This is an optimization exercise on Yosys and OpenROAD, whose aim is a short achievable clock period and few clock cycles per item, not a production implementation. Where RTL was checked, it was by simulation tests only, not by an equivalence proof against the original. The RTL of run 1 was laid out without a check of its function. The flow treats the clock pin as an ideal source, which a real chip does not have. No activity file was given, so power comes from the tool's default toggle rates.

<file path="design/flow/config.mk">
export PLATFORM = sky130hd
export DESIGN_NAME = cache_source
export DESIGN_NICKNAME = cache_source
export VERILOG_FILES = /design/flow/design.v
export SDC_FILE = /design/flow/constraint.sdc
export NUM_CORES = 4
export LEC_CHECK = 0
export ABC_CLOCK_PERIOD_IN_PS = 1000
export CAP_MARGIN = 20
export CORE_MARGIN = 2
export CORE_UTILIZATION = 40
export SETUP_SLACK_MARGIN = 3
export SLEW_MARGIN = 20
export SYNTH_HIERARCHICAL = 1
export SYNTH_MINIMUM_KEEP_SIZE = 0
export TNS_END_PERCENT = 100
</file>
<file path="design/flow/constraint.sdc">
create_clock -name core_clock -period 5.0 [get_ports {clk}]
set_input_delay 1.0000 -clock core_clock [delete_from_list [all_inputs] [get_ports {clk}]]
set_output_delay 1.0000 -clock core_clock [all_outputs]
set_load 0.01 [all_outputs]
</file>
<file path="design/flow/design.v">
`timescale 1ns / 1ps
module cache_source(
clk,
rst,
PRead_request,
PWrite_request,
PRead_ready,
PWrite_done,
PWrite_data,
PRead_data,
PAddress,
MRead_request,
MWrite_request,
MRead_ready,
MWrite_done,
MWrite_data,
MRead_data,
MAddress
);
input clk;
input rst;
input PRead_request;
input PWrite_request;
input [7:0] PWrite_data;
input [7:0] PAddress;
output [7:0] PRead_data;
output PRead_ready;
output PWrite_done;
input MRead_ready;
input MWrite_done;
input [31:0] MRead_data;
output [7:0] MAddress;
output MRead_request;
output MWrite_request;
output [7:0] MWrite_data;
reg [31:0] blocks[7:0];
reg [2:0] tags[7:0];
reg [7:0] valid;
reg mrq, mwq, prr, pwd;
reg [7:0] prd, maddr, mwdata;
reg busy;
reg fill;       
reg wupd;       
reg whit;       
reg [7:0] line_q;    
reg [31:0] byte_q;   
reg [1:0] off_q;     
reg [31:0] mdata;    
wire idle = ~busy;
wire rd_answer = mrq & MRead_ready;
wire wr_answer = mwq & MWrite_done;
wire [3:0] lo_n;
wire [7:0] hi_n;
cs_pdec u_pdec(.a(PAddress[4:0]), .en(idle), .lo_n(lo_n), .hi_n(hi_n));
wire [23:0] tag_flat;
genvar g;
generate for (g = 0; g < 8; g = g + 1) begin : tf
    assign tag_flat[3 * g +: 3] = tags[g];
end endgenerate
wire [7:0] m_n;
cs_tageq u_tageq(.tags(tag_flat), .valid(valid), .t(PAddress[7:5]), .m_n(m_n));
wire hit;
cs_hit u_hit(.hi_n(hi_n), .m_n(m_n), .hit(hit));
wire [31:0] s;
cs_sel u_sel(.lo_n(lo_n), .hi_n(hi_n), .s(s));
wire [255:0] d;
genvar kk, bb;
generate for (bb = 0; bb < 8; bb = bb + 1) begin : db
    for (kk = 0; kk < 32; kk = kk + 1) begin : dk
        assign d[32 * bb + kk] = blocks[kk / 4][8 * (kk % 4) + bb];
    end
end endgenerate
wire [127:0] y_n;
cs_aoi u_aoi(.s(s), .d(d), .y_n(y_n));
wire [31:0] z;
cs_nand4 u_nand4(.y_n(y_n), .z(z));
wire [15:0] w_n;
cs_nor2 u_nor2(.z(z), .w_n(w_n));
wire [7:0] mbyte = MRead_data[8 * off_q +: 8];
wire [7:0] prd_next;
cs_out u_out(.w_n(w_n), .busy(busy), .mbyte(mbyte), .y(prd_next));
always @(posedge clk) begin
    if (rst) begin
        busy <= 1'b0;
        mrq <= 1'b0;
        mwq <= 1'b0;
        prr <= 1'b0;
        pwd <= 1'b0;
        fill <= 1'b0;
        wupd <= 1'b0;
    end else begin
        busy <= idle ? (PRead_request | PWrite_request) : ~(prr | pwd);
        mrq <= mrq ? ~MRead_ready : idle & PRead_request & ~hit;
        mwq <= mwq ? ~MWrite_done : idle & PWrite_request;
        prr <= rd_answer | (PRead_request & hit);
        pwd <= wr_answer;
        fill <= rd_answer;
        wupd <= wr_answer & whit;
    end
    if (idle)
        whit <= hit;
    line_q <= 8'd1 << PAddress[4:2];
    byte_q <= 32'd1 << PAddress[4:0];
    off_q <= PAddress[1:0];
    mdata <= MRead_data;
    maddr <= {PAddress[7:2], PAddress[1:0] & {2{PWrite_request}}};
    mwdata <= PWrite_data;
    prd <= prd_next;
end
always @(posedge clk) begin
    if (rst)
        valid <= 8'h00;
    else if (fill)
        valid <= valid | line_q;
end
genvar i, b;
generate for (i = 0; i < 8; i = i + 1) begin : ln
    always @(posedge clk)
        if (fill & line_q[i])
            tags[i] <= maddr[7:5];
    for (b = 0; b < 4; b = b + 1) begin : by
        always @(posedge clk)
            if (fill & line_q[i])
                blocks[i][8 * b +: 8] <= mdata[8 * b +: 8];
            else if (wupd & byte_q[4 * i + b])
                blocks[i][8 * b +: 8] <= mwdata;
    end
end endgenerate
assign PRead_ready = prr;
assign PWrite_done = pwd;
assign MRead_request = mrq;
assign MWrite_request = mwq;
assign MWrite_data = mwdata;
assign MAddress = maddr;
assign PRead_data = prd;
endmodule
module cs_pdec(input [4:0] a, input en, output [3:0] lo_n, output [7:0] hi_n);
genvar i;
generate for (i = 0; i < 4; i = i + 1) begin : l
    assign lo_n[i] = ~(a[1:0] == i);
end
for (i = 0; i < 8; i = i + 1) begin : h
    assign hi_n[i] = ~(en & (a[4:2] == i));
end endgenerate
endmodule
module cs_tageq(input [23:0] tags, input [7:0] valid, input [2:0] t, output [7:0] m_n);
genvar j;
generate for (j = 0; j < 8; j = j + 1) begin : e
    assign m_n[j] = ~(valid[j] & (tags[3 * j +: 3] == t));
end endgenerate
endmodule
module cs_hit(input [7:0] hi_n, input [7:0] m_n, output hit);
assign hit = |(~hi_n & ~m_n);
endmodule
module cs_sel(input [3:0] lo_n, input [7:0] hi_n, output [31:0] s);
genvar k;
generate for (k = 0; k < 32; k = k + 1) begin : g
    assign s[k] = ~(lo_n[k % 4] | hi_n[k / 4]);
end endgenerate
endmodule
module cs_aoi(input [31:0] s, input [255:0] d, output [127:0] y_n);
genvar b, p;
generate for (b = 0; b < 8; b = b + 1) begin : gb
    for (p = 0; p < 16; p = p + 1) begin : gp
        assign y_n[16 * b + p] = ~((s[2 * p] & d[32 * b + 2 * p]) | (s[2 * p + 1] & d[32 * b + 2 * p + 1]));
    end
end endgenerate
endmodule
module cs_nand4(input [127:0] y_n, output [31:0] z);
genvar q;
generate for (q = 0; q < 32; q = q + 1) begin : g
    assign z[q] = ~&y_n[4 * q +: 4];
end endgenerate
endmodule
module cs_nor2(input [31:0] z, output [15:0] w_n);
genvar r;
generate for (r = 0; r < 16; r = r + 1) begin : g
    assign w_n[r] = ~(z[2 * r] | z[2 * r + 1]);
end endgenerate
endmodule
module cs_out(input [15:0] w_n, input busy, input [7:0] mbyte, output [7:0] y);
genvar b;
generate for (b = 0; b < 8; b = b + 1) begin : g
    assign y[b] = ~(w_n[2 * b] & w_n[2 * b + 1] & ~(busy & mbyte[b]));
end endgenerate
endmodule
</file>
<file path="design/flow/run.sh">
#!/bin/bash
# synth_recipe.tcl (not shown) runs the flow's synth.tcl, then flattens the netlist and writes it again
# the make line also repeats each setting of config.mk as NAME=value (left out here)
make -C /OpenROAD-flow-scripts/flow DESIGN_CONFIG=/design/flow/config.mk WORK_HOME=/design/flow/orfs CLKGATE_MAP_FILE= SYNTH_SCRIPT=/design/flow/synth_recipe.tcl finish
</file>
==> results.txt, run 1 <==
- Status: timing/DRC/antenna clean
- Async set-reset flop share out of synthesis: 0%
- Slowest CP cell: or4_4
- Detailed Place HPWL: approximately 35,000 um
- CP top delay family: simple AND/OR/NAND/NOR gates
- EDFF count, synth: between 200 and 300
- Largest net degree at the start of global routing: 40
- Initial antenna violation count: 0
- GRT overflow: 0
- Post-Route WL: 56,100 um
- # fillers: approximately 3,600
- PwrDens: 370 nW/um^2
- I/O pins: 82
- Number of global-route vias before repair: 11,000
- Syn_area_per_cell: between 10 and 15 um^2
- Fin crit share: a little under half
- Placement Cell Area: 17,500 um^2
- Final setup viols: 0
- Placed insts: around 1,800
- Clock latency on the worst-skew pair: between 500 and 600 ps
- Via density: 6.14
- Cells after Synth: between 1,000 and 1,500
- Pre-CTS setup slack: about 1100 ps
- FMAX: ~440 MHz
- CP arrival: 2740 ps
- Port bufs: 81
- Number of cells on the critical path: 7
- Max Slew Vio Count: 0
- Footprint of the multi-input gates: between 5000 and 6000 um^2
- Hold Vio Cnt, Final: 0
- DRT Pass-1 Iters: 5
- Finished Cell Area: 19,800 um^2
- Synthesis-stage register bit count: 394
- CTS tree: yes
- Die Span Y: 210 um
- Clock Path Buffers: 3
- Cell Area, Synth: 17,000 um^2
- Most frequent cell after synthesis: a21o_1
- Fraction of layout cells with a size suffix above 1: between 20% and 30%
- Capturing point of the worst reg2reg path: mrq$_SDFF_PP0_
- Antenna fix cells: 0
- CTS Buf Count: 43
- Synth top area cells: edfxtp_1, dfxtp_1, a21o_1
- Cell type with the highest aggregate area in the netlist: edfxtp_1
- Core area: around 42,000 um^2
- Critical path type: in2reg
- Initial core utilization: between 40 and 50%
- CP Capture Type: register
- Root Buffer: clkbuf_16
- R2R depth: 7
- Peak VDD IR: about 230 uV
- Layout Nets: between 1,000 and 1,500
- Critical Path Sink: mrq$_SDFF_PP0_
- Initial DRC Count: roughly 1,500
- Max H-tree Level: 2
- Die X: roughly 210 um
- Gr usage total: roughly a quarter
- Area Growth Syn to Fin: 16.5%
- Worst Path Max Fanout: 9
- Clk slew on worst S/H paths: 60 ps
- Post-route worst setup slack: around 2700 ps
- Clock Skew: between 30 and 40 ps
- Worst-Margin Slew: 955 ps
- Leak: approximately 8 nW
- Final core utilization: between 40% and 50%
- Via count: 11,600
- Distinct cells, synth: 39
- Worst path bufs/invs: 1
- Clock Sinks: between 300 and 400
- Post-Layout Cell Count: between 1,500 and 2,000
- Post-synth top cells: a21o_1, edfxtp_1, dfxtp_1
- Die ar.: 44,100 um^2
- Worst setup SP type: input pin
- Warnings, synthesis: 9
- Crit. Startpoint: PAddress[7]
- R2R Setup Slk: around 2800 ps
- Worst Path Required: about 5500 ps
- Sequential area share after synthesis: 63.1%
- Top FF cell, synth: edfxtp_1
- Fin crit period: ~2300 ps
- Antenna Nets Post-Route: 0
- First-pass GRT wire length: a little under 80,000 um
- Register area: between 10,000 and 15,000 um^2
- HP Class: reg2reg
- Post-synth top area share: ~50%
- Setup TNS: 0 ps
- CP Cell Sequence: buf_6 > xnor2_1 > nand4_1 > o22ai_1 > or4_4 > or4b_1 > a21oi_1
- DRC viols: 0
- RSZ-0062 raised after global routing: true
- Worst path max stage delay: approximately 560 ps
- Slew headroom: 36.2%
- Routed WL per cell: just under 30 um
- Worst r2r src: busy$_SDFF_PP0_
- Site Rows: between 70 and 80
- Post-Syn Nets: 1,309
- Max Cap Violations: 0
- GPL Wtd Cong: just under 0.9
==> worst min path at each step <==
stage	startpoint	to	slack, ps	depth (start not counted)
final	valid[0]$_SDFFE_PP0P_	valid[0]$_SDFFE_PP0P_	470	2
after global routing	valid[1]$_SDFFE_PP0P_	valid[1]$_SDFFE_PP0P_	500	2
after CTS	valid[6]$_SDFFE_PP0P_	valid[6]$_SDFFE_PP0P_	470	2
after detailed placement	valid[6]$_SDFFE_PP0P_	valid[6]$_SDFFE_PP0P_	460	2
after global placement	valid[0]$_SDFFE_PP0P_	valid[0]$_SDFFE_PP0P_	450	2
after floorplan	valid[0]$_SDFFE_PP0P_	valid[0]$_SDFFE_PP0P_	440	2
==> cells in the final DEF (no fill, tap or decap), types with 5 or more instances in the layout <==
| cell | count |
|---|---|
| a21boi_0 | 28 |
| a21boi_1 | 36 |
| a21o_1 | 288 |
| a21oi_1 | 11 |
| a22oi_1 | 92 |
| a22oi_2 | 36 |
| and2_2 | 7 |
| and2_4 | 7 |
| buf_12 | 5 |
| buf_4 | 40 |
| buf_6 | 35 |
| clkbuf_1 | 9 |
| clkbuf_16 | 45 |
| clkbuf_8 | 8 |
| clkdlybuf4s50_1 | 45 |
| clkinv_2 | 8 |
| dfxtp_1 | 82 |
| dfxtp_2 | 18 |
| dfxtp_4 | 13 |
| edfxtp_1 | 281 |
| mux4_2 | 8 |
| nand2_1 | 13 |
| nand3_1 | 8 |
| nand4_1 | 41 |
| nor2_1 | 58 |
| nor2_2 | 19 |
| nor2_4 | 14 |
| xnor2_1 | 24 |
==> Yosys stat by module, one instance, submodules excluded <==
module        flip-flops and latches  area, um^2  cells
cache_source                     394       14700    942
cs_tageq                           0         294     35
cs_hit                             0        32.5      5
cs_sel                             0         165     36
cs_aoi                             0        1340    160
cs_out                             0        75.1     17
cs_nand4                           0         200     32
cs_pdec                            0        98.8     12
cs_nor2                            0        60.1     16
==> stage by stage <==
| step | hold WS (ps) | power [mW] |
|---|---|---|
| after floorplan | 436 | 3.90 |
| after global placement | 450 | 4.14 |
| after detailed placement | 457 | 4.14 |
| after CTS | 472 | 7.32 |
| after global routing | 499 | 7.49 |
| final | 467 | 7.31 |
==> final cells by class <==
type                    instances  area share [%]
clock buffers                  65            6.50
clock inverters                15           0.557
inverters                       1          0.0380
multi-input cells             735            28.3
flip-flops and latches        394            54.5
well taps                     539            3.41
repair buffers                131            6.64
==> flip-flops by register name, summed over array words and instances, names as in the netlist <==
| name | count |
|---|---|
| pwd | 1 |
| tags | 24 |
| blocks | 256 |
| line_q | 8 |
| prd | 8 |
| mwdata | 8 |
| wupd | 1 |
| mdata | 32 |
| whit | 1 |
| valid | 8 |
| byte_q | 32 |
| fill | 1 |
| prr | 1 |
| mwq | 1 |
| off_q | 2 |
| maddr | 8 |
| busy | 1 |
| mrq | 1 |
==> worst min-delay path, delay by kind of cell (launching register included) <==
kind / cells / cell delay [ps]
DFF: 1 / 320
and+or+nand+nor: 1 / 70
AOI/OAI and AO/OA: 1 / 40
==> logic make-up after synthesis <==
group | count (synthesis) | synth area share (%)
simple gates | 200 | 6.17
flops | 394 | 63.1
buf+inv | 133 | 6.21
compound gates | 496 | 22.2
mux | 8 | 1.06
xor+xnor | 24 | 1.24
==> report_power, final <==
group / switching (mW) / internal, mW / total, mW
clock: 1.32 / 1.83 / 3.15
sequential: 0.137 / 3.55 / 3.69
combinational: 0.239 / 0.228 / 0.467
==> per-layer routing <==
metal / vias up / wire length (um) / track usage [%]
met2: 770 / 23300 / 35.8
met5: - / 0 / 0
met4: 0 / 1940 / 8.73
li1: 4908 / - / -
met1: 5773 / 24400 / 38.2
met3: 101 / 6530 / 6.08
==> what timing repair did <==
item	4_1_cts	5_1_grt
hold buffers	0	0
setup buffers	30	6
endpoints found under the setup margin	285	109
gates cloned	6	3
pin swaps	34	28
gates resized for setup	291	37
==> run 2, diff against run 1 <==
--- a/design/flow/design.v
+++ b/design/flow/design.v
@@ -46,12 +46,16 @@
 reg [31:0] byte_q;   
 reg [1:0] off_q;     
 reg [31:0] mdata;    
+reg [2:0] tag_q;
+reg [7:0] wdata_q;
 wire idle = ~busy;
 wire rd_answer = mrq & MRead_ready;
 wire wr_answer = mwq & MWrite_done;
 wire [3:0] lo_n;
 wire [7:0] hi_n;
-cs_pdec u_pdec(.a(PAddress[4:0]), .en(idle), .lo_n(lo_n), .hi_n(hi_n));
+wire [4:0] a_n;
+cs_inv5 u_inv(.a(PAddress[4:0]), .y(a_n));
+cs_pdec u_pdec(.a(PAddress[4:0]), .a_n(a_n), .en(idle), .lo_n(lo_n), .hi_n(hi_n));
 wire [23:0] tag_flat;
 genvar g;
 generate for (g = 0; g < 8; g = g + 1) begin : tf
@@ -59,8 +63,11 @@
 end endgenerate
 wire [7:0] m_n;
 cs_tageq u_tageq(.tags(tag_flat), .valid(valid), .t(PAddress[7:5]), .m_n(m_n));
-wire hit;
-cs_hit u_hit(.hi_n(hi_n), .m_n(m_n), .hit(hit));
+wire hit, hit_n;
+cs_hit u_hit(.hi_n(hi_n), .m_n(m_n), .hit(hit), .hit_n(hit_n));
+wire mrq_d, prr_d;
+cs_ctl u_ctl(.keep_r(~rst & mrq & ~MRead_ready), .new_r(~rst & idle & PRead_request), .hit_n(hit_n), .y(mrq_d));
+cs_ctl u_ctl2(.keep_r(~rst & rd_answer), .new_r(~rst & PRead_request), .hit_n(hit), .y(prr_d));
 wire [31:0] s;
 cs_sel u_sel(.lo_n(lo_n), .hi_n(hi_n), .s(s));
 wire [255:0] d;
@@ -82,23 +89,24 @@
 always @(posedge clk) begin
     if (rst) begin
         busy <= 1'b0;
-        mrq <= 1'b0;
         mwq <= 1'b0;
-        prr <= 1'b0;
         pwd <= 1'b0;
         fill <= 1'b0;
         wupd <= 1'b0;
     end else begin
         busy <= idle ? (PRead_request | PWrite_request) : ~(prr | pwd);
-        mrq <= mrq ? ~MRead_ready : idle & PRead_request & ~hit;
         mwq <= mwq ? ~MWrite_done : idle & PWrite_request;
-        prr <= rd_answer | (PRead_request & hit);
         pwd <= wr_answer;
         fill <= rd_answer;
         wupd <= wr_answer & whit;
     end
-    if (idle)
-        whit <= hit;
+    mrq <= mrq_d;
+    prr <= prr_d;
+    whit <= hit | (whit & busy);
+    if (idle) begin
+        tag_q <= PAddress[7:5];
+        wdata_q <= PWrite_data;
+    end
     line_q <= 8'd1 << PAddress[4:2];
     byte_q <= 32'd1 << PAddress[4:0];
     off_q <= PAddress[1:0];
@@ -117,13 +125,13 @@
 generate for (i = 0; i < 8; i = i + 1) begin : ln
     always @(posedge clk)
         if (fill & line_q[i])
-            tags[i] <= maddr[7:5];
+            tags[i] <= tag_q;
     for (b = 0; b < 4; b = b + 1) begin : by
         always @(posedge clk)
             if (fill & line_q[i])
                 blocks[i][8 * b +: 8] <= mdata[8 * b +: 8];
             else if (wupd & byte_q[4 * i + b])
-                blocks[i][8 * b +: 8] <= mwdata;
+                blocks[i][8 * b +: 8] <= wdata_q;
     end
 end endgenerate
 assign PRead_ready = prr;
@@ -134,13 +142,16 @@
 assign MAddress = maddr;
 assign PRead_data = prd;
 endmodule
-module cs_pdec(input [4:0] a, input en, output [3:0] lo_n, output [7:0] hi_n);
+module cs_inv5(input [4:0] a, output [4:0] y);
+assign y = ~a;
+endmodule
+module cs_pdec(input [4:0] a, input [4:0] a_n, input en, output [3:0] lo_n, output [7:0] hi_n);
 genvar i;
 generate for (i = 0; i < 4; i = i + 1) begin : l
-    assign lo_n[i] = ~(a[1:0] == i);
+    assign lo_n[i] = ~((i & 2 ? a[1] : a_n[1]) & (i & 1 ? a[0] : a_n[0]));
 end
 for (i = 0; i < 8; i = i + 1) begin : h
-    assign hi_n[i] = ~(en & (a[4:2] == i));
+    assign hi_n[i] = ~(en & (i & 4 ? a[4] : a_n[4]) & (i & 2 ? a[3] : a_n[3]) & (i & 1 ? a[2] : a_n[2]));
 end endgenerate
 endmodule
 module cs_tageq(input [23:0] tags, input [7:0] valid, input [2:0] t, output [7:0] m_n);
@@ -149,8 +160,26 @@
     assign m_n[j] = ~(valid[j] & (tags[3 * j +: 3] == t));
 end endgenerate
 endmodule
-module cs_hit(input [7:0] hi_n, input [7:0] m_n, output hit);
-assign hit = |(~hi_n & ~m_n);
+module cs_hit(input [7:0] hi_n, input [7:0] m_n, output hit, output hit_n);
+wire [3:0] u;
+cs_o22ai u_o(.a(hi_n), .b(m_n), .y(u));
+wire [1:0] v_n;
+cs_nor2x2 u_n(.a(u), .y(v_n));
+assign hit = ~&v_n;
+assign hit_n = &v_n;
+endmodule
+module cs_o22ai(input [7:0] a, input [7:0] b, output [3:0] y);
+genvar p;
+generate for (p = 0; p < 4; p = p + 1) begin : g
+    assign y[p] = ~((a[2 * p] | b[2 * p]) & (a[2 * p + 1] | b[2 * p + 1]));
+end endgenerate
+endmodule
+module cs_nor2x2(input [3:0] a, output [1:0] y);
+assign y[0] = ~(a[0] | a[1]);
+assign y[1] = ~(a[2] | a[3]);
+endmodule
+module cs_ctl(input keep_r, input new_r, input hit_n, output y);
+assign y = keep_r | (new_r & hit_n);
 endmodule
 module cs_sel(input [3:0] lo_n, input [7:0] hi_n, output [31:0] s);
 genvar k;
==> results.txt, run 2 <==
- Max H-tree Level: 2 (unchanged)
- DRC viols: 0 (unchanged)
- # fillers: 3,772 (+3.5%)
- Switching share of power: 23.2% (-0.064 points)
- Max FFs per register: 256 (unchanged)
- Die ar.: 45,000 um^2 (+2.0%)
- Footprint of the multi-input gates: 5680 um^2 (+1.5%)
- R2R Setup Slk: 2990 ps (+160 ps)
- Initial DRC Count: 1,528 (+4.7%)
- CP top delay family: flip-flops
- Synthesis-stage register bit count: 405 (+2.8%)
- Gr usage total: 25.0% (-0.44 points)
- R2R depth: 2 (-5)
- Status: timing/DRC/antenna clean
- Clk pwr share: 43.3% (about the same)
- Flop pwr share: 50.3% (about the same)
- Worst path bufs/invs: 1 (unchanged)
- Max Slew Vio Count: 0 (unchanged)
- Via count: 11,700 (+1.2%)
- Layout Nets: 1,367 (+0.51%)
- Root Buffer: clkbuf_16
- Critical path type: reg2out
- Worst setup SP type: register
- Number of cells on the critical path: 1 (-6)
- Post-Syn Nets: 1,330 (+1.6%)
- CP Capture Type: output pin
- Clock latency on the worst-skew pair: 560 ps (-30 ps)
- Distinct cells, synth: 35 (-10%)
- I/O pins: 82 (unchanged)
- Finished Cell Area: 20,100 um^2 (+1.9%)
- CTS tree: yes
- Max Cap Violations: 0 (unchanged)
- Cell type with the highest aggregate area in the netlist: edfxtp_1
- Top FF cell, synth: edfxtp_1
- Final setup viols: 0 (unchanged)
- Clk slew on worst S/H paths: 60 ps (about the same)
- FMAX: 490 MHz (+11%)
- Port bufs: 81 (unchanged)
- Most frequent cells in the layout: edfxtp_1, a21o_1, a22oi_1
- Site Rows: 76 (+1.3%)
- Reg with most FFs: blocks
- PwrDens: 378 nW/um^2 (+2.3%)
- Fraction of layout cells with a size suffix above 1: 21.3% (-0.21 points)
- RSZ-0062 raised after global routing: true
- HP Class: reg2reg
- Core area: 42,900 um^2 (+2.2%)
- Clock Path Buffers: 3 (unchanged)
- Most common cell after layout, fill and taps aside: edfxtp_1
- Post-Route WL: 55,900 um (-0.40%)
- Slew headroom: 40.3% (+4.1 points)
- Post-synth top cells: a21o_1, edfxtp_1, dfxtp_1
- Worst r2r src: line_q[6]$_SDFF_PN0_
- Fin crit share: 40.8% (-4.3 points)
- Hold Vio Cnt, Final: 0 (unchanged)
- Via density: 6.05 (-1.5%)
- Warnings, synthesis: 9 (unchanged)
- Setup TNS: 0 ps (unchanged)
- Antenna fix cells: 0 (unchanged)
- Clock Sinks: 405 (+2.8%)
- CP arrival: 1040 ps (-1700 ps)
- Area Growth Syn to Fin: 16.3%
- Crit. Startpoint: prd[0]$_DFF_P_
- Capturing point of the worst reg2reg path: blocks[6][5]$_DFFE_PP_
- Post-route worst setup slack: 2960 ps (+216 ps)
- First-pass GRT wire length: 79,500 um (+0.27%)
- Pre-CTS setup slack: 1400 ps (+290 ps)
- CTS Buf Count: 44 (+2.3%)
- Cells after Synth: 1,276 (+1.7%)
- Async set-reset flop share out of synthesis: 0% (unchanged)
- Worst path max stage delay: 360 ps (-200 ps)
- CP Cell Sequence: buf_6
- Worst Path Required: 4000 ps (-1480 ps)
- Number of global-route vias before repair: 11,300 (+3.0%)
- GPL Wtd Cong: 0.862 (-3.3%)
- Post-synth top area share: 50.5% (+0.73 points)
- Critical Path Sink: PRead_data[0]
- Slowest CP cell: dfxtp_4
- EDFF count, synth: 291 (+3.6%)
- Register area: 11,100 um^2 (+2.6%)
- Clock Skew: 9.47 ps (-23.4 ps)
- Fin Hold WS: 450 ps (-17.1 ps)
- Initial core utilization: 40.4% (-0.072 points)
- Int Power: 5.85 mW (+4.3%)
- Cell Area, Synth: 17,300 um^2 (+2.1%)
- Total Power: 7.61 mW (+4.2%)
- Routed WL per cell: 29.0 um (-3.0%)
- Peak VDD IR: 227 uV (-1.1%)
- Detailed Place HPWL: 35,000 um (-0.21%)
- Largest net degree at the start of global routing: 45 (+13%)
- Initial antenna violation count: 1 (+1)
- Hold bufs inserted after CTS: 0 (unchanged)
- Comb power frac: 6.4% (about the same)
- Leak: 8.00 nW (+0.53%)
- DRT Pass-1 Iters: 5 (unchanged)
- Die X: 212 um (+1.0%)
- Fin crit period: 2040 ps (-216 ps)
- Syn_area_per_cell: 13.6 um^2 (+0.38%)
- Antenna Nets Post-Route: 0 (unchanged)
- GRT overflow: 0 (unchanged)
- Die Span Y: 212 um (+1.0%)
- Sequential area share after synthesis: 63.7% (+0.58 points)
- Biggest regs: blocks (256), byte_q (32), mdata (32)
- Placement Cell Area: 17,800 um^2 (+2.0%)
- Synth top area cells: edfxtp_1, dfxtp_1, a21o_1
- Worst-Margin Slew: 894 ps (-61.8 ps)
- Switching Power: 1.76 mW (+3.9%)
- Worst Path Max Fanout: 1 (-8)
[run 2: changes by cell type after synthesis, sizes merged, moves of 3 or more]
cell     before  now
a21o        288  291
edfxtp      281  291
inv           1    6
nand2b        6    3
nand4        41   48
nand4b        3    0
nand4bb       3    0
[run 2: modules after synthesis, one instance, submodules excluded]
module | copies in the design | cells inside
cache_source | 1 | 952
cs_aoi | 1 | 160
cs_tageq | 1 | 35
cs_nand4 | 1 | 32
cs_sel | 1 | 36
cs_pdec | 1 | 13
cs_out | 1 | 17
cs_nor2 | 1 | 16
cs_o22ai | 1 | 4
cs_inv5 | 1 | 5
cs_hit | 1 | 2
cs_ctl | 2 | 1
cs_nor2x2 | 1 | 2
[run 2: repair_timing]
| action | in CTS | in global routing |
|---|---|---|
| buffers inserted | 23 | 4 |
| endpoints found under the setup margin | 279 | 190 |
| resized for setup | 293 | 38 |
| pin swaps | 28 | 19 |
| endpoints found under the hold margin | 0 | 0 |
| cloned | 9 | 0 |
[run 2: worst min-delay path by stage]
stage                            end  cells past startpoint             startpoint
4_1_cts                 whit$_DFF_P_                      1           whit$_DFF_P_
3_3_place_gp            whit$_DFF_P_                      1           whit$_DFF_P_
3_5_place_dp            whit$_DFF_P_                      1           whit$_DFF_P_
5_1_grt        valid[3]$_SDFFE_PP0P_                      2  valid[3]$_SDFFE_PP0P_
6_report                whit$_DFF_P_                      1           whit$_DFF_P_
2_1_floorplan           whit$_DFF_P_                      1           whit$_DFF_P_
[run 2: per-stage QoR]
| step | utilization, % | std cells |
|---|---|---|
| 6_report | 46.9 | 1930 |
| 5_1_grt | 46.9 | 1930 |
| 4_1_cts | 46.6 | 1926 |
| 3_5_place_dp | 41.6 | 1816 |
| 3_3_place_gp | 41.6 | 1816 |
| 2_1_floorplan | - | 1276 |
[run 2: power groups by stage]
stage / logic [mW] / registers [mW] / clock network (mW)
floorplan: 0.298 / 3.77 / 0
global placement: 0.415 / 3.89 / 0
detailed placement: 0.424 / 3.88 / 0
CTS: 0.470 / 3.82 / 3.33
global route: 0.525 / 3.83 / 3.47
finish: 0.487 / 3.83 / 3.29
[run 2: cell families (layout without fill, tap and decap cells)]
family	count (synthesis)	count (layout)	share of synthesized area (%)
buffers and inverters	139	201	6.26
xor gates and xnor gates	24	24	1.21
AOI/OAI and AO/OA	497	497	21.9
and+or+nand+nor	203	210	5.96
muxes	8	8	1.04
DFF	405	405	63.7
[run 2: final cells by class]
class                      count  share of cell area (%)
inverter                       6                   0.186
timing repair buffer         115                    5.68
timing repair inverter         2                  0.0622
multi-input combinational    739                    28.2
clock inverter                21                   0.864
sequential                   405                    54.9
clock buffer                  57                    6.44
tap                          585                    3.64
[run 2: metal layers]
metal	track usage (%)	vias up	wire length, um
met2	34.6	780	23000
li1	-	4920	-
met3	5.94	100	6770
met1	37.8	5886	24100
met5	0	-	0
met4	8.96	0	1970
Testbench counts of run 2, summed over its fixed seeds: cycles 103,715, items 24,000.
==> run 3, diff against run 2 <==
==> design/flow/flow/run.sh (new file) <==
#!/bin/bash
# The standard layout, with two hooks: port buffers made strong after the
# resize step, and after CTS the clock root buffer dropped and timing repaired
# again (see the .tcl files beside this script).
HERE=$(pwd)
export POST_RESIZE_TCL=$HERE/flow/post_resize.tcl
export POST_CTS_TCL=$HERE/flow/post_cts.tcl
bash standard.sh > standard.log 2>&1
status=$?
tail -n 20 standard.log
exit $status
==> design/flow/flow/post_cts.tcl (new file) <==
set block [ord::get_db_block]
set clknet [[$block findBTerm clk] getNet]
set loads [$clknet getITerms]
if {[llength $loads] == 1} {
  set root [[lindex $loads 0] getInst]
  set onet [[$root findITerm X] getNet]
  set sinks {}
  foreach it [$onet getITerms] { if {[$it getInst] != $root} { lappend sinks $it } }
  if {[llength $sinks] <= 4} {
    puts "Removing clock root [$root getName] with [llength $sinks] loads"
    foreach it $sinks { $it disconnect; $it connect $clknet }
    odb::dbInst_destroy $root
    odb::dbNet_destroy $onet
  }
}
# More setup repair passes than the flow's one.
estimate_parasitics -placement
for {set i 0} {$i < 3} {incr i} {
  repair_timing -setup -setup_margin $::env(SETUP_SLACK_MARGIN) -repair_tns 100 -verbose
  estimate_parasitics -placement
}
detailed_placement
estimate_parasitics -placement
report_worst_slack -max
==> design/flow/flow/post_resize.tcl (new file) <==
# Port buffers: strong cells (the resizer leaves some as delay cells).
foreach inst [get_cells -quiet {input* output*}] {
  set m [get_property [get_lib_cells -of_objects $inst] name]
  if {![string match "sky130_fd_sc_hd__*buf*" $m] && ![string match "sky130_fd_sc_hd__dly*" $m]} { continue }
  set want [expr {[string match "input*" [get_name $inst]] ? "sky130_fd_sc_hd__buf_12" : "sky130_fd_sc_hd__buf_6"}]
  if {$m ne $want} { replace_cell $inst $want }
}
==> design/flow/standard.sh (new file) <==
#!/bin/bash
# synth_recipe.tcl (not shown) runs the flow's synth.tcl, then flattens the netlist and writes it again
# the make line also repeats each setting of config.mk as NAME=value (left out here)
make -C /OpenROAD-flow-scripts/flow DESIGN_CONFIG=/design/flow/config.mk WORK_HOME=/design/flow/orfs CLKGATE_MAP_FILE= SYNTH_SCRIPT=/design/flow/synth_recipe.tcl "${@:-finish}"
removed: design/flow/run.sh
==> results.txt, run 3 <==
- Status: timing/DRC/antenna clean
- Number of global-route vias before repair: 11,400 (+1.2%)
- Most frequent cells in the layout: edfxtp_1, a21o_1, a22oi_1
- CP arrival: 2430 ps (+1390 ps)
- Cells after Synth: 1,276 (unchanged)
- R2R depth: 2 (unchanged)
- Clk slew on worst S/H paths: 60 ps (about the same)
- Critical path type: in2reg
- Clock Sinks: 405 (unchanged)
- FMAX: 461 MHz (-5.9%)
- Warnings, synthesis: 9 (unchanged)
- Capturing point of the worst reg2reg path: blocks[7][0]$_DFFE_PP_
- Die Span Y: 212 um (unchanged)
- Worst Path Required: 5260 ps (+1260 ps)
- GPL Wtd Cong: 0.862 (unchanged)
- Fin Hold WS: 452 ps (+1.91 ps)
- Core area: 42,900 um^2 (unchanged)
- Initial core utilization: 40.4% (unchanged)
- PwrDens: 368 nW/um^2 (-2.6%)
- DRT Pass-1 Iters: 5 (unchanged)
- CTS tree: yes
- Largest net degree at the start of global routing: 45 (unchanged)
- Fin crit share: 43.3% (+2.6 points)
- Initial antenna violation count: 1 (unchanged)
- Max Cap Violations: 0 (unchanged)
- Syn_area_per_cell: 13.6 um^2 (unchanged)
- Footprint of the multi-input gates: 5680 um^2 (about the same)
- Setup TNS: 0 ps (unchanged)
- Register area: 11,100 um^2 (about the same)
- Synthesis-stage register bit count: 405 (unchanged)
- Routed WL per cell: 28.9 um (-0.34%)
- Via density: 6.09 (+0.51%)
- Critical Path Sink: prd[0]$_DFF_P_
- Leak: 8.30 nW (+3.7%)
- Worst Path Max Fanout: 8 (+7)
- Gr usage total: 25.0% (about the same)
- Biggest regs: blocks (256), byte_q (32), mdata (32)
- Final setup viols: 0 (unchanged)
- Worst setup SP type: input pin
- Area Growth Syn to Fin: 19.8%
- Worst r2r src: line_q[7]$_SDFF_PN0_
- Worst hold start: whit$_DFF_P_
- Via count: 11,800 (+0.62%)
- I/O pins: 82 (unchanged)
- Synth top area cells: edfxtp_1, dfxtp_1, a21o_1
- RSZ-0062 raised after global routing: true
- Distinct cells, synth: 35 (unchanged)
- Layout Nets: 1,365 (-0.15%)
- Async set-reset flop share out of synthesis: 0% (unchanged)
- Clock latency on the worst-skew pair: 390 ps (-170 ps)
- Fraction of layout cells with a size suffix above 1: 25.0% (+3.7 points)
- # fillers: 3,695 (-2.0%)
- Slew headroom: 41.3% (+0.97 points)
- Crit. Startpoint: PAddress[0]
- Worst-Margin Slew: 879 ps (-14.6 ps)
- Cell Area, Synth: 17,300 um^2 (unchanged)
- Site Rows: 76 (unchanged)
- Port bufs: 81 (unchanged)
- Die ar.: 45,000 um^2 (unchanged)
- Post-Syn Nets: 1,330 (unchanged)
- Top FF cell, synth: edfxtp_1
- Post-Route WL: 55,800 um (-0.24%)
- Clock Skew: 24.6 ps (+15.2 ps)
- Total Power: 7.64 mW (+0.33%)
- Initial DRC Count: 1,606 (+5.1%)
- Max FFs per register: 256 (unchanged)
- CP Capture Type: register
- Antenna Nets Post-Route: 0 (unchanged)
- Cell type with the highest aggregate area in the netlist: edfxtp_1
- Max Slew Vio Count: 0 (unchanged)
- Reg with most FFs: blocks
- Detailed Place HPWL: 35,300 um (+0.90%)
- Post-synth top cells: a21o_1, edfxtp_1, dfxtp_1
- HP Class: reg2reg
- Most common cell after layout, fill and taps aside: edfxtp_1
- Hold Vio Cnt, Final: 0 (unchanged)
- R2R Setup Slk: 3050 ps (+60 ps)
- Sequential area share after synthesis: 63.7% (unchanged)
- GRT overflow: 0 (unchanged)
- Post-synth top area share: 50.5% (unchanged)
- Peak VDD IR: 219 uV (-3.6%)
- Fin crit period: 2170 ps (+128 ps)
- EDFF count, synth: 291 (unchanged)
- DRC viols: 0 (unchanged)
- First-pass GRT wire length: 80,100 um (+0.73%)
- Die X: 212 um (unchanged)
-- run 3: cells by family (layout without fill, tap and decap cells) --
logic type / Yosys count / count (layout) / synth area share, %
compound gates: 497 / 497 / 21.9
flops: 405 / 405 / 63.7
simple gates: 203 / 210 / 5.96
buf+inv: 139 / 202 / 6.26
xor+xnor: 24 / 24 / 1.21
mux: 8 / 8 / 1.04
other cells: 0 / 1 / 0
-- run 3: layout make-up --
type | instances | share of cell area (%)
clock buffers | 64 | 6.48
well taps | 585 | 3.53
clock inverters | 16 | 0.718
repair inverters | 1 | 0.0241
diodes | 1 | 0.0121
multi-input cells | 739 | 27.4
flip-flops and latches | 405 | 53.4
inverters | 6 | 0.145
repair buffers | 115 | 8.30
-- run 3: worst min-delay path by stage --
stage | slack, ps | to | cells after the start
finish | 450 | whit$_DFF_P_ | 1
global route | 480 | valid[3]$_SDFFE_PP0P_ | 2
detailed placement | 440 | whit$_DFF_P_ | 1
global placement | 430 | whit$_DFF_P_ | 1
floorplan | 420 | whit$_DFF_P_ | 1
-- run 3: power breakdown --
| group | total [mW] | switching, mW | internal (mW) |
|---|---|---|---|
| Sequential | 3.83 | 0.157 | 3.67 |
| Clock | 3.28 | 1.30 | 1.98 |
| Combinational | 0.533 | 0.245 | 0.288 |
| Total | 7.64 | 1.70 | 5.94 |
-- run 3: Yosys stat by module (local to each module, per instance) --
module / times used / cells inside / area, um^2
cache_source: 1 / 952 / 15000
cs_aoi: 1 / 160 / 1340
cs_tageq: 1 / 35 / 294
cs_nand4: 1 / 32 / 200
cs_sel: 1 / 36 / 165
cs_pdec: 1 / 13 / 76.3
cs_out: 1 / 17 / 75.1
cs_nor2: 1 / 16 / 60.1
cs_o22ai: 1 / 4 / 25.0
cs_inv5: 1 / 5 / 18.8
cs_hit: 1 / 2 / 10.0
cs_ctl: 2 / 1 / 7.51
cs_nor2x2: 1 / 2 / 7.51
-- run 3: routing by layer --
layer	track usage (%)	wire [um]	up-vias
met5	0	0	-
met4	7.67	1630	0
met3	6.10	7350	92
met2	35.9	23600	825
met1	37.2	23200	5907
li1	-	-	4934
-- run 3: per-stage QoR --
stage	util [%]	setup WS, ps	instances	cell area (um^2)
after floorplan	-	3020	1276	17300
after global routing	48.3	2790	1931	20700
final	48.3	2830	1932	20700
after global placement	41.6	1420	1816	17800
after detailed placement	42.9	1850	1816	18400
-- run 3: worst max-delay path: stages --
cell and delay, ps:
buf_12 90, clkinvlp_4 170, nand2_8 150, buf_4 130, nor2_4 70, a22oi_2 230, nand4_1 230, nor2_4 240
nand3_1 90
==> run 4, diff against run 3 <==
--- a/design/flow/design.v
+++ b/design/flow/design.v
@@ -47,7 +47,25 @@
 reg [1:0] off_q;     
 reg [31:0] mdata;    
 reg [2:0] tag_q;
+reg [7:0] fill_ln;
+reg [31:0] wupd_b;
 reg [7:0] wdata_q;
+function [1023:0] sel_even(input [2047:0] v, input integer n);
+    integer i;
+    begin
+        sel_even = 0;
+        for (i = 0; i < n; i = i + 1)
+            sel_even[8 * i +: 8] = v[16 * i +: 8];
+    end
+endfunction
+function [1023:0] sel_odd(input [2047:0] v, input integer n);
+    integer i;
+    begin
+        sel_odd = 0;
+        for (i = 0; i < n; i = i + 1)
+            sel_odd[8 * i +: 8] = v[16 * i + 8 +: 8];
+    end
+endfunction
 wire idle = ~busy;
 wire rd_answer = mrq & MRead_ready;
 wire wr_answer = mwq & MWrite_done;
@@ -68,36 +86,42 @@
 wire mrq_d, prr_d;
 cs_ctl u_ctl(.keep_r(~rst & mrq & ~MRead_ready), .new_r(~rst & idle & PRead_request), .hit_n(hit_n), .y(mrq_d));
 cs_ctl u_ctl2(.keep_r(~rst & rd_answer), .new_r(~rst & PRead_request), .hit_n(hit), .y(prr_d));
-wire [31:0] s;
-cs_sel u_sel(.lo_n(lo_n), .hi_n(hi_n), .s(s));
 wire [255:0] d;
 genvar kk, bb;
-generate for (bb = 0; bb < 8; bb = bb + 1) begin : db
-    for (kk = 0; kk < 32; kk = kk + 1) begin : dk
-        assign d[32 * bb + kk] = blocks[kk / 4][8 * (kk % 4) + bb];
-    end
-end endgenerate
-wire [127:0] y_n;
-cs_aoi u_aoi(.s(s), .d(d), .y_n(y_n));
-wire [31:0] z;
-cs_nand4 u_nand4(.y_n(y_n), .z(z));
-wire [15:0] w_n;
-cs_nor2 u_nor2(.z(z), .w_n(w_n));
+generate for (kk = 0; kk < 32; kk = kk + 1) begin : dk
+    for (bb = 0; bb < 8; bb = bb + 1) begin : db
+        assign d[8 * kk + bb] = blocks[kk / 4][8 * (kk % 4) + bb];
+    end
+end endgenerate
+wire [127:0] l1;
+wire [63:0] l2;
+wire [31:0] l3;
+wire [15:0] l4;
+wire [7:0] cbyte_n;
+cs_mux2i #(.N(128)) u_l1(.a(sel_even(d, 32)), .b(sel_odd(d, 32)), .s(PAddress[0]), .y(l1));
+cs_mux2i #(.N(64)) u_l2(.a(sel_even(l1, 16)), .b(sel_odd(l1, 16)), .s(PAddress[1]), .y(l2));
+cs_mux2i #(.N(32)) u_l3(.a(sel_even(l2, 8)), .b(sel_odd(l2, 8)), .s(PAddress[2]), .y(l3));
+cs_mux2i #(.N(16)) u_l4(.a(sel_even(l3, 4)), .b(sel_odd(l3, 4)), .s(PAddress[3]), .y(l4));
+cs_mux2i #(.N(8)) u_l5(.a(l4[7:0]), .b(l4[15:8]), .s(PAddress[4]), .y(cbyte_n));
 wire [7:0] mbyte = MRead_data[8 * off_q +: 8];
 wire [7:0] prd_next;
-cs_out u_out(.w_n(w_n), .busy(busy), .mbyte(mbyte), .y(prd_next));
+cs_mux2i #(.N(8)) u_out(.a(cbyte_n), .b(~mbyte), .s(busy), .y(prd_next));
 always @(posedge clk) begin
     if (rst) begin
         busy <= 1'b0;
         mwq <= 1'b0;
         pwd <= 1'b0;
         fill <= 1'b0;
+        fill_ln <= 8'h00;
+        wupd_b <= 32'h0;
         wupd <= 1'b0;
     end else begin
         busy <= idle ? (PRead_request | PWrite_request) : ~(prr | pwd);
         mwq <= mwq ? ~MWrite_done : idle & PWrite_request;
         pwd <= wr_answer;
         fill <= rd_answer;
+        fill_ln <= {8{rd_answer}} & line_q;
+        wupd_b <= {32{wr_answer & whit}} & byte_q;
         wupd <= wr_answer & whit;
     end
     mrq <= mrq_d;
@@ -124,13 +148,13 @@
 genvar i, b;
 generate for (i = 0; i < 8; i = i + 1) begin : ln
     always @(posedge clk)
-        if (fill & line_q[i])
+        if (fill_ln[i])
             tags[i] <= tag_q;
     for (b = 0; b < 4; b = b + 1) begin : by
         always @(posedge clk)
-            if (fill & line_q[i])
+            if (fill_ln[i])
                 blocks[i][8 * b +: 8] <= mdata[8 * b +: 8];
-            else if (wupd & byte_q[4 * i + b])
+            else if (wupd_b[4 * i + b])
                 blocks[i][8 * b +: 8] <= wdata_q;
     end
 end endgenerate
@@ -181,35 +205,6 @@
 module cs_ctl(input keep_r, input new_r, input hit_n, output y);
 assign y = keep_r | (new_r & hit_n);
 endmodule
-module cs_sel(input [3:0] lo_n, input [7:0] hi_n, output [31:0] s);
-genvar k;
-generate for (k = 0; k < 32; k = k + 1) begin : g
-    assign s[k] = ~(lo_n[k % 4] | hi_n[k / 4]);
-end endgenerate
-endmodule
-module cs_aoi(input [31:0] s, input [255:0] d, output [127:0] y_n);
-genvar b, p;
-generate for (b = 0; b < 8; b = b + 1) begin : gb
-    for (p = 0; p < 16; p = p + 1) begin : gp
-        assign y_n[16 * b + p] = ~((s[2 * p] & d[32 * b + 2 * p]) | (s[2 * p + 1] & d[32 * b + 2 * p + 1]));
-    end
-end endgenerate
-endmodule
-module cs_nand4(input [127:0] y_n, output [31:0] z);
-genvar q;
-generate for (q = 0; q < 32; q = q + 1) begin : g
-    assign z[q] = ~&y_n[4 * q +: 4];
-end endgenerate
-endmodule
-module cs_nor2(input [31:0] z, output [15:0] w_n);
-genvar r;
-generate for (r = 0; r < 16; r = r + 1) begin : g
-    assign w_n[r] = ~(z[2 * r] | z[2 * r + 1]);
-end endgenerate
-endmodule
-module cs_out(input [15:0] w_n, input busy, input [7:0] mbyte, output [7:0] y);
-genvar b;
-generate for (b = 0; b < 8; b = b + 1) begin : g
-    assign y[b] = ~(w_n[2 * b] & w_n[2 * b + 1] & ~(busy & mbyte[b]));
-end endgenerate
-endmodule
+module cs_mux2i #(parameter N = 8) (input [N-1:0] a, input [N-1:0] b, input s, output [N-1:0] y);
+assign y = ~(s ? b : a);
+endmodule
==> design/flow/flow/run.sh (replaced) <==
#!/bin/bash
# The standard layout, with two hooks: port buffers made strong after the
# resize step, and after CTS timing repaired
# again (see the .tcl files beside this script).
HERE=$(pwd)
export POST_RESIZE_TCL=$HERE/flow/post_resize.tcl
export POST_CTS_TCL=$HERE/flow/post_cts.tcl
bash standard.sh > standard.log 2>&1
status=$?
tail -n 20 standard.log
exit $status
==> design/flow/flow/post_cts.tcl (replaced) <==
# More setup repair passes than the flow's one.
estimate_parasitics -placement
for {set i 0} {$i < 3} {incr i} {
  repair_timing -setup -setup_margin $::env(SETUP_SLACK_MARGIN) -repair_tns 100 -verbose
  estimate_parasitics -placement
}
detailed_placement
estimate_parasitics -placement
report_worst_slack -max
==> results.txt, run 4 <==
- RSZ-0062 raised after global routing: true
- Initial antenna violation count: 0 (-1)
- Worst-Margin Slew: 1000 ps (+122 ps)
- Met2 global-route usage: 32.7% (-3.2 points)
- Area Growth Syn to Fin: 17.6%
- Gr usage total: 22.0% (-3.0 points)
- Post-Route WL: 55,300 um (-0.84%)
- Initial core utilization: 40.3% (-0.092 points)
- Via density: 5.28 (-13%)
- Site Rows: 80 (+5.3%)
- Max Cap Violations: 0 (unchanged)
- Hold Vio Cnt, Final: 0 (unchanged)
- Switching share of power: 23.0% (+0.74 points)
- Die X: 223 um (+5.0%)
- Die Span Y: 223 um (+5.0%)
- CP arrival: 1050 ps (-1380 ps)
- Core area: 47,400 um^2 (+11%)
- CTS tree: yes
- Initial DRC Count: 1,302 (-19%)
- Worst setup SP type: register
- Syn_area_per_cell: 11.8 um^2 (-13%)
- Worst Path Max Fanout: 1 (-7)
- CP top delay family: flip-flops
- Detailed Place HPWL: 34,400 um (-2.6%)
- GRT met1 Usage: 32.6% (-4.6 points)
- HP Class: reg2reg
- Antenna Nets Post-Route: 0 (unchanged)
- Worst path bufs/invs: 1 (-2)
- Final setup viols: 0 (unchanged)
- Max Slew Vio Count: 0 (unchanged)
- Layout Nets: 1,729 (+27%)
- Cell Area, Synth: 19,100 um^2 (+10%)
- Peak VDD IR: 279 uV (+27%)
- Number of global-route vias before repair: 11,400 (-0.11%)
- Fin crit period: 2050 ps (-121 ps)
- Worst path max stage delay: 360 ps (+120 ps)
- CP Cell Sequence: buf_6
- Int Power: 6.19 mW (+4.2%)
- First-pass GRT wire length: 77,900 um (-2.7%)
- Flop pwr share: 51.4% (+1.3 points)
- Cells after Synth: 1,615 (+27%)
- Leak: 9.12 nW (+9.9%)
- Port bufs: 81 (unchanged)
- CP Capture Type: output pin
- PwrDens: 358 nW/um^2 (-2.9%)
- Largest net degree at the start of global routing: 48 (+6.7%)
- Setup TNS: 0 ps (unchanged)
- DRT Pass-1 Iters: 5 (unchanged)
- Clock latency on the worst-skew pair: 560 ps (+170 ps)
- Post-Syn Nets: 1,669 (+25%)
- Worst Path Required: 4000 ps (-1260 ps)
- Warnings, synthesis: 17 (+8)
- Die ar.: 49,500 um^2 (+10%)
- Via count: 12,300 (+4.4%)
- Antenna fix cells: 0 (-1)
- Fin crit share: 40.9% (-2.4 points)
- GPL Wtd Cong: 0.790 (-8.4%)
- FMAX: 489 MHz (+5.9%)
- Reg with most FFs: blocks
- I/O pins: 82 (unchanged)
- Clock Skew: 16.2 ps (-8.44 ps)
- Switching Power: 1.85 mW (+8.7%)
- Busiest grt layer: met2
- Most common cell after layout, fill and taps aside: nand2_1
- Clk pwr share: 41.2% (-1.7 points)
- Fin Hold WS: 421 ps (-31.0 ps)
- Met3 Resource Use GR: 3.45% (-2.6 points)
- Critical path type: reg2out
- Slowest CP cell: dfxtp_4
- Comb power frac: 7.4% (+0.4 points)
- DRC viols: 0 (unchanged)
- Slew headroom: 33.2% (-8.1 points)
- GRT overflow: 0 (unchanged)
- Max FFs per register: 256 (unchanged)
- Clock Sinks: 444 (+9.6%)
- Clk slew on worst S/H paths: 60 ps (about the same)
- Most frequent cells in the layout: nand2_1, edfxtp_1, mux2i_1
- Status: timing/DRC/antenna clean
- Fraction of layout cells with a size suffix above 1: 15.7% (-9.3 points)
- Routed WL per cell: 23.8 um (-18%)
==> run 4: routing by layer <==
metal | wire length, um | up-vias
met5 | 0 | -
met4 | 1860 | 0
met3 | 5600 | 101
met2 | 23700 | 644
met1 | 24100 | 5946
li1 | - | 5581
==> run 4: power groups by stage <==
stage	Combinational (mW)	Clock, mW	Sequential (mW)
2_1_floorplan	0.361	0	4.09
3_3_place_gp	0.484	0	4.19
3_5_place_dp	0.542	0	4.20
5_1_grt	0.638	3.50	4.13
6_report	0.594	3.31	4.13
==> run 4: worst paths after layout <==
| path | start | endpoint | slack (ps) | cells after the start |
|---|---|---|---|---|
| hold reg to reg | byte_q[20]$_SDFF_PN0_ | wupd_b[20]$_SDFF_PP0_ | 420 | 1 |
| setup reg to reg | off_q[0]$_DFF_P_ | prd[1]$_DFF_P_ | 3170 | 3 |
| setup / recovery | prd[3]$_DFF_P_ | PRead_data[3] | 2950 | 1 |
| hold / removal | byte_q[20]$_SDFF_PN0_ | wupd_b[20]$_SDFF_PP0_ | 420 | 1 |
==> run 4: cell type report <==
cell class	count	area, um^2
clock inverters	15	98.8
repair buffers	124	1980
well taps	615	769
multi-input cells	1048	6350
inverters	12	45.0
fillers	4225	25000
flip-flops and latches	444	11800
clock buffers	68	1380
==> run 4: stage by stage <==
stage                     worst slack (ps)  cell area, um^2  cells  total power, mW  util (%)
after floorplan                       2970            19100   1615             4.45         -
final                                 2950            22500   2326             8.04      47.3
after global routing                  2930            22500   2326             8.26      47.3
after detailed placement              1990            20500   2222             4.74      43.2
after global placement                1790            19900   2222             4.68      42.0
Testbench counts of run 4, summed over its fixed seeds: cycles 103,715, items 24,000.
==> run 5, diff against run 4 <==
--- a/design/flow/config.mk
+++ b/design/flow/config.mk
@@ -9,7 +9,7 @@
 export CAP_MARGIN = 20
 export CORE_MARGIN = 2
 export CORE_UTILIZATION = 40
-export SETUP_SLACK_MARGIN = 3
+export SETUP_SLACK_MARGIN = 4.5
 export SLEW_MARGIN = 20
 export SYNTH_HIERARCHICAL = 1
 export SYNTH_MINIMUM_KEEP_SIZE = 0
==> results.txt, run 5 <==
- RSZ-0062 raised after global routing: true
- Via density: 5.73 (+8.5%)
- Post-Route WL: 72,400 um (+31%)
- CP Capture Type: output pin
- PwrDens: 300 nW/um^2 (-16%)
- Placed insts: 2,213 (-0.41%)
- Routed WL per cell: 29.1 um (+23%)
- Peak VDD IR: 238 uV (-15%)
- Clock Skew: 34.4 ps (+18.2 ps)
- Leak: 11.5 nW (+27%)
- Warnings, synthesis: 17 (unchanged)
- Worst r2r src: off_q[1]$_DFF_P_
- Worst path bufs/invs: 1 (unchanged)
- CTS tree: yes
- Number of global-route vias before repair: 14,300 (+26%)
- Die Span Y: 223 um (unchanged)
- Slew headroom: 55.3% (+22 points)
- Initial DRC Count: 1,172 (-10%)
- Post-Syn Nets: 1,669 (unchanged)
- Number of cells on the critical path: 1 (unchanged)
- Clock Sinks: 444 (unchanged)
- Worst path max stage delay: 380 ps (+20 ps)
- Cell Area, Synth: 19,100 um^2 (unchanged)
- Total Power: 8.43 mW (+4.9%)
- Crit. Startpoint: mrq$_DFF_P_
- DRT Pass-1 Iters: 5 (unchanged)
- Antenna Nets Post-Route: 0 (unchanged)
- GPL Wtd Cong: 0.809 (+2.4%)
- Clk slew on worst S/H paths: 70 ps (about the same)
- Slowest CP cell: dfxtp_4
- Die ar.: 49,500 um^2 (unchanged)
- Status: timing/DRC/antenna clean
- Final core utilization: 59.1% (+12 points)
- Reg with most FFs: blocks
- First-pass GRT wire length: 100,000 um (+28%)
- Core area: 47,400 um^2 (unchanged)
- Port bufs: 81 (unchanged)
- FMAX: 484 MHz (-1.0%)
- Post-Layout Cell Count: 2,486 (+6.9%)
- CP top delay family: flip-flops
- Antenna fix cells: 0 (unchanged)
- Initial antenna violation count: 2 (+2)
- Final setup viols: 0 (unchanged)
- Capturing point of the worst reg2reg path: prd[4]$_DFF_P_
- R2R Setup Slk: 3470 ps (+300 ps)
- Worst Path Max Fanout: 4 (+3)
- Fin crit share: 41.3% (+0.43 points)
- Worst-Margin Slew: 669 ps (-332 ps)
- Layout Nets: 1,888 (+9.2%)
- R2R depth: 3 (unchanged)
- Critical Path Sink: MRead_request
- Gr usage total: 28.6% (+6.6 points)
- Critical path type: reg2out
- Worst setup SP type: register
- Setup TNS: 0 ps (unchanged)
- CP arrival: 1070 ps (+20 ps)
- Via count: 14,200 (+16%)
- CP Cell Sequence: buf_6
- HP Class: reg2reg
- Clock latency on the worst-skew pair: 600 ps (+40 ps)
- Largest net degree at the start of global routing: 20 (-58%)
- I/O pins: 82 (unchanged)
- Worst Path Required: 4000 ps (about the same)
- Most common cell after layout, fill and taps aside: edfxtp_1
- Syn_area_per_cell: 11.8 um^2 (unchanged)
- Initial core utilization: 40.3% (unchanged)
- Hold Vio Cnt, Final: 0 (unchanged)
- Detailed Place HPWL: 33,700 um (-2.1%)
- GRT overflow: 0 (unchanged)
- Finished Cell Area: 28,100 um^2 (+25%)
- Fin crit period: 2070 ps (+21.3 ps)
- Max Slew Vio Count: 0 (unchanged)
- Area Growth Syn to Fin: 46.9%
- Placement Cell Area: 20,800 um^2 (+1.4%)
- DRC viols: 0 (unchanged)
- Most frequent cells in the layout: edfxtp_1, nand2_2, mux2i_1
- Site Rows: 80 (unchanged)
- Cells after Synth: 1,615 (unchanged)
- Max Cap Violations: 0 (unchanged)
- Die X: 223 um (unchanged)
- Fraction of layout cells with a size suffix above 1: 50.6% (+35 points)
- Max FFs per register: 256 (unchanged)
## run 5: per-stage QoR
step           setup slack [ps]  hold WS [ps]
2_1_floorplan              2970           412
3_3_place_gp               1810           415
3_5_place_dp               2100           417
5_1_grt                    2920           421
6_report                   2930           413
## run 5: layout make-up
type	count	area, um^2
repair inverters	2	27.5
well taps	615	769
clock inverters	16	108
inverters	12	60.1
clock buffers	69	1380
repair buffers	277	5160
fillers	3509	19400
flip-flops and latches	444	11900
multi-input cells	1051	8630
## run 5: worst min-delay path by stage
| stage | from | endpoint | slack (ps) | depth (start not counted) |
|---|---|---|---|---|
| after floorplan | byte_q[0]$_SDFF_PP0_ | wupd_b[0]$_SDFF_PP0_ | 410 | 1 |
| after global placement | byte_q[28]$_SDFF_PN0_ | wupd_b[28]$_SDFF_PP0_ | 420 | 1 |
| after detailed placement | byte_q[0]$_SDFF_PP0_ | wupd_b[0]$_SDFF_PP0_ | 420 | 1 |
| after global routing | byte_q[19]$_SDFF_PN0_ | wupd_b[19]$_SDFF_PP0_ | 420 | 1 |
| final | byte_q[19]$_SDFF_PN0_ | wupd_b[19]$_SDFF_PP0_ | 410 | 1 |
## run 5: worst register-to-register path, cell delays in order (launching register included)
cell     delay (ps)
dfxtp_1         750
mux4_2          410
inv_1           130
mux2i_1         110
## run 5: routing by layer
| metal | global-route usage, % | share of wire [%] | up-vias |
|---|---|---|---|
| met3 | 6.57 | 11 | 297 |
| met4 | 15.5 | 6.5 | 2 |
| met5 | 0 | 0.021 | - |
| met1 | 36.4 | 37 | 7007 |
| met2 | 45.3 | 46 | 959 |
| li1 | - | - | 5969 |
## run 5: where the power goes
part	leakage [nW]	internal, mW	total [mW]	switching, mW
clock	0.737	1.96	3.43	1.47
combinational	6.91	0.467	0.894	0.427
sequential	3.90	3.98	4.10	0.123
total	11.5	6.41	8.43	2.02
==> run 6, diff against run 5 <==
--- a/design/flow/design.v
+++ b/design/flow/design.v
@@ -46,7 +46,7 @@
 reg [31:0] byte_q;   
 reg [1:0] off_q;     
 reg [31:0] mdata;    
-reg [2:0] tag_q;
+reg [7:0] addr_q;   
 reg [7:0] fill_ln;
 reg [31:0] wupd_b;
 reg [7:0] wdata_q;
@@ -128,12 +128,12 @@
     prr <= prr_d;
     whit <= hit | (whit & busy);
     if (idle) begin
-        tag_q <= PAddress[7:5];
+        addr_q <= PAddress;
         wdata_q <= PWrite_data;
     end
-    line_q <= 8'd1 << PAddress[4:2];
-    byte_q <= 32'd1 << PAddress[4:0];
-    off_q <= PAddress[1:0];
+    line_q <= 8'd1 << addr_q[4:2];
+    byte_q <= 32'd1 << addr_q[4:0];
+    off_q <= addr_q[1:0];
     mdata <= MRead_data;
     maddr <= {PAddress[7:2], PAddress[1:0] & {2{PWrite_request}}};
     mwdata <= PWrite_data;
@@ -149,7 +149,7 @@
 generate for (i = 0; i < 8; i = i + 1) begin : ln
     always @(posedge clk)
         if (fill_ln[i])
-            tags[i] <= tag_q;
+            tags[i] <= addr_q[7:5];
     for (b = 0; b < 4; b = b + 1) begin : by
         always @(posedge clk)
             if (fill_ln[i])
--- a/design/flow/config.mk
+++ b/design/flow/config.mk
@@ -9,7 +9,7 @@
 export CAP_MARGIN = 20
 export CORE_MARGIN = 2
 export CORE_UTILIZATION = 40
-export SETUP_SLACK_MARGIN = 4.5
+export SETUP_SLACK_MARGIN = 3
 export SLEW_MARGIN = 20
 export SYNTH_HIERARCHICAL = 1
 export SYNTH_MINIMUM_KEEP_SIZE = 0
==> results.txt, run 6 <==
- Status: timing/DRC/antenna clean
- Total Power: 8.28 mW (-1.8%)
- Worst Path Max Fanout: 1 (-3)
- FMAX: 484 MHz (about the same)
- Warnings, synthesis: 17 (unchanged)
- Worst setup SP type: register
- Final setup viols: 0 (unchanged)
- Antenna fix cells: 0 (unchanged)
- Area Growth Syn to Fin: 16.7%
- CP Cell Sequence: buf_6
- Register area: 12,000 um^2 (+0.62%)
- GPL Wtd Cong: 0.801 (-1.0%)
- Fin crit share: 41.3% (about the same)
- Syn_area_per_cell: 11.9 um^2 (+0.57%)
- Die ar.: 49,900 um^2 (+0.74%)
- Setup TNS: 0 ps (unchanged)
- Worst path max stage delay: 360 ps (-20 ps)
- Max FFs per register: 256 (unchanged)
- # fillers: 4,243 (+21%)
- Via count: 12,100 (-15%)
- Worst r2r src: fill_ln[7]$_SDFF_PP0_
- DRC viols: 0 (unchanged)
- Critical path type: reg2out
- First-pass GRT wire length: 76,600 um (-23%)
- CTS tree: yes
- CP top delay family: flip-flops
- Most frequent cells in the layout: nand2_1, edfxtp_1, mux2i_1
- Cells after Synth: 1,618 (+0.19%)
- Placed insts: 2,225 (+0.54%)
- Most common cell after layout, fill and taps aside: nand2_1
- CP Capture Type: output pin
- Die X: 223 um (+0.37%)
- Clock Sinks: 449 (+1.1%)
- R2R depth: 2 (-1)
- RSZ-0062 raised after global routing: true
- Hold Path Sink: wupd_b[14]$_SDFF_PP0_
- Largest net degree at the start of global routing: 48 (+140%)
- CP arrival: 1070 ps (about the same)
- Clk slew on worst S/H paths: 60 ps (about the same)
- DRT Pass-1 Iters: 5 (unchanged)
- Layout Nets: 1,721 (-8.8%)
- Worst path bufs/invs: 1 (unchanged)
- Worst-Margin Slew: 846 ps (+177 ps)
- Port bufs: 81 (unchanged)
- Footprint of the multi-input gates: 6320 um^2 (-27%)
- Clock latency on the worst-skew pair: 590 ps (about the same)
- Gr usage total: 21.3% (-7.2 points)
- I/O pins: 82 (unchanged)
- Reg with most FFs: blocks
- Core area: 47,600 um^2 (+0.42%)
- Die Span Y: 223 um (+0.37%)
- PwrDens: 368 nW/um^2 (+23%)
- Routed WL per cell: 22.8 um (-22%)
- Detailed Place HPWL: 34,400 um (+2.0%)
- Antenna Nets Post-Route: 0 (unchanged)
- GRT overflow: 0 (unchanged)
- Max Slew Vio Count: 0 (unchanged)
- Post-Syn Nets: 1,672 (+0.18%)
- Hold path depth: 1 (unchanged)
- Hold Vio Cnt, Final: 0 (unchanged)
- Capturing point of the worst reg2reg path: blocks[7][30]$_DFFE_PP_
- Fin Hold WS: 425 ps (+11.9 ps)
- Fraction of layout cells with a size suffix above 1: 15.5% (-35 points)
- Fin crit period: 2070 ps (-1.65 ps)
- R2R Setup Slk: 3170 ps (-300 ps)
- Clock Skew: 23.6 ps (-10.7 ps)
- Pre-CTS setup slack: 2030 ps (-64.9 ps)
- Initial DRC Count: 1,004 (-14%)
- Post-Layout Cell Count: 2,321 (-6.6%)
- Slew headroom: 43.5% (-12 points)
- Post-route worst setup slack: 2930 ps (+1.65 ps)
- Max Cap Violations: 0 (unchanged)
- Via density: 5.20 (-9.1%)
- Cell Area, Synth: 19,300 um^2 (+0.75%)
- Slowest CP cell: dfxtp_4
- Site Rows: 80 (unchanged)
- Peak VDD IR: 246 uV (+3.5%)
- Worst hold start: byte_q[14]$_SDFF_PP0_
- Worst Path Required: 4000 ps (about the same)
- Initial antenna violation count: 1 (-1)
- Post-Route WL: 53,000 um (-27%)
- Number of global-route vias before repair: 11,800 (-18%)
- Leak: 9.10 nW (-21%)
- Initial core utilization: 40.4% (+0.13 points)
- HP Class: reg2reg
[run 6: area by class of cell]
type                    instances  share of cell area, %
flip-flops and latches        449                   53.4
multi-input cells            1047                   28.1
repair buffers                109                   7.72
clock buffers                  71                   6.41
well taps                     615                   3.43
clock inverters                17                  0.685
inverters                      13                  0.217
[run 6: worst max path at each step]
stage	startpoint	end	cells after the start
floorplan	PAddress[0]	prd[0]$_DFF_P_	8
global placement	PAddress[0]	prd[4]$_DFF_P_	8
detailed placement	PAddress[0]	prd[4]$_DFF_P_	8
global route	prd[7]$_DFF_P_	PRead_data[7]	1
finish	prd[7]$_DFF_P_	PRead_data[7]	1
[run 6: where the power goes]
group / total [mW] / internal [mW] / switching, mW / leakage, nW
clock network: 3.54 / 2.09 / 1.45 / 0.793
registers: 4.16 / 4.04 / 0.124 / 3.94
logic: 0.571 / 0.283 / 0.289 / 4.37
total: 8.28 / 6.41 / 1.86 / 9.10
[run 6: metal layers]
metal / share of wire [%] / GRT usage [%] / vias to the layer above
met5: 0.021 / 0 / -
met4: 2.5 / 5.85 / 2
met3: 8.6 / 5.10 / 88
met2: 45 / 34.2 / 537
met1: 44 / 29.1 / 5888
li1: - / - / 5563
[run 6: stage by stage]
step           utilization (%)  cell area (um^2)
6_report                  47.1             22500
2_1_floorplan                -             19300
5_1_grt                   47.1             22500
3_5_place_dp              43.3             20600
3_3_place_gp              42.1             20000
Testbench counts of run 6, summed over its fixed seeds: cycles 103,715, items 24,000.

==> what the ideal ports hide <==
How much do the figures lean on ideal ports? The routed layouts below were timed once more, with nothing changed but the port constraints. Step 1 (the two cells are an assumption about what drives the block):
set clk [get_ports {clk}]
set_driving_cell -lib_cell sky130_fd_sc_hd__clkbuf_16 $clk
set_driving_cell -lib_cell sky130_fd_sc_hd__buf_2 [delete_from_list [all_inputs] $clk]
Step 2, shift: input delay + t, output delay - t, t = (earliest + latest rising clock arrival at the registers) / 2. This alone moves slack from input paths to output paths. Three values: ideal, step 1, step 2; two values: the first two.
run	t (ns)	setup slack, ns	clock arrival spread, ns	worst register clock-pin slew, ns	worst slew at a driven data input, ns
run 1	0.621	2.745 / 2.764 / 2.143	0.034 / 0.035	0.07 / 0.07	0.05
run 2	0.613	2.961 / 2.906 / 2.360	0.012 / 0.013	0.07 / 0.07	0.06
run 3	0.491	2.833 / 2.888 / 2.397	0.026 / 0.026	0.06 / 0.06	0.08
run 4	0.605	2.954 / 2.719 / 2.114	0.017 / 0.017	0.07 / 0.07	0.37
run 5	0.640	2.933 / 2.775 / 2.135	0.039 / 0.038	0.07 / 0.07	0.46
run 6	0.633	2.934 / 2.858 / 2.224	0.025 / 0.025	0.06 / 0.06	0.27
After both steps setup and hold are still met in every run listed. The setup slack of run 4, which loses most, moves by -0.235 ns with the drivers and by -0.840 ns with both steps.
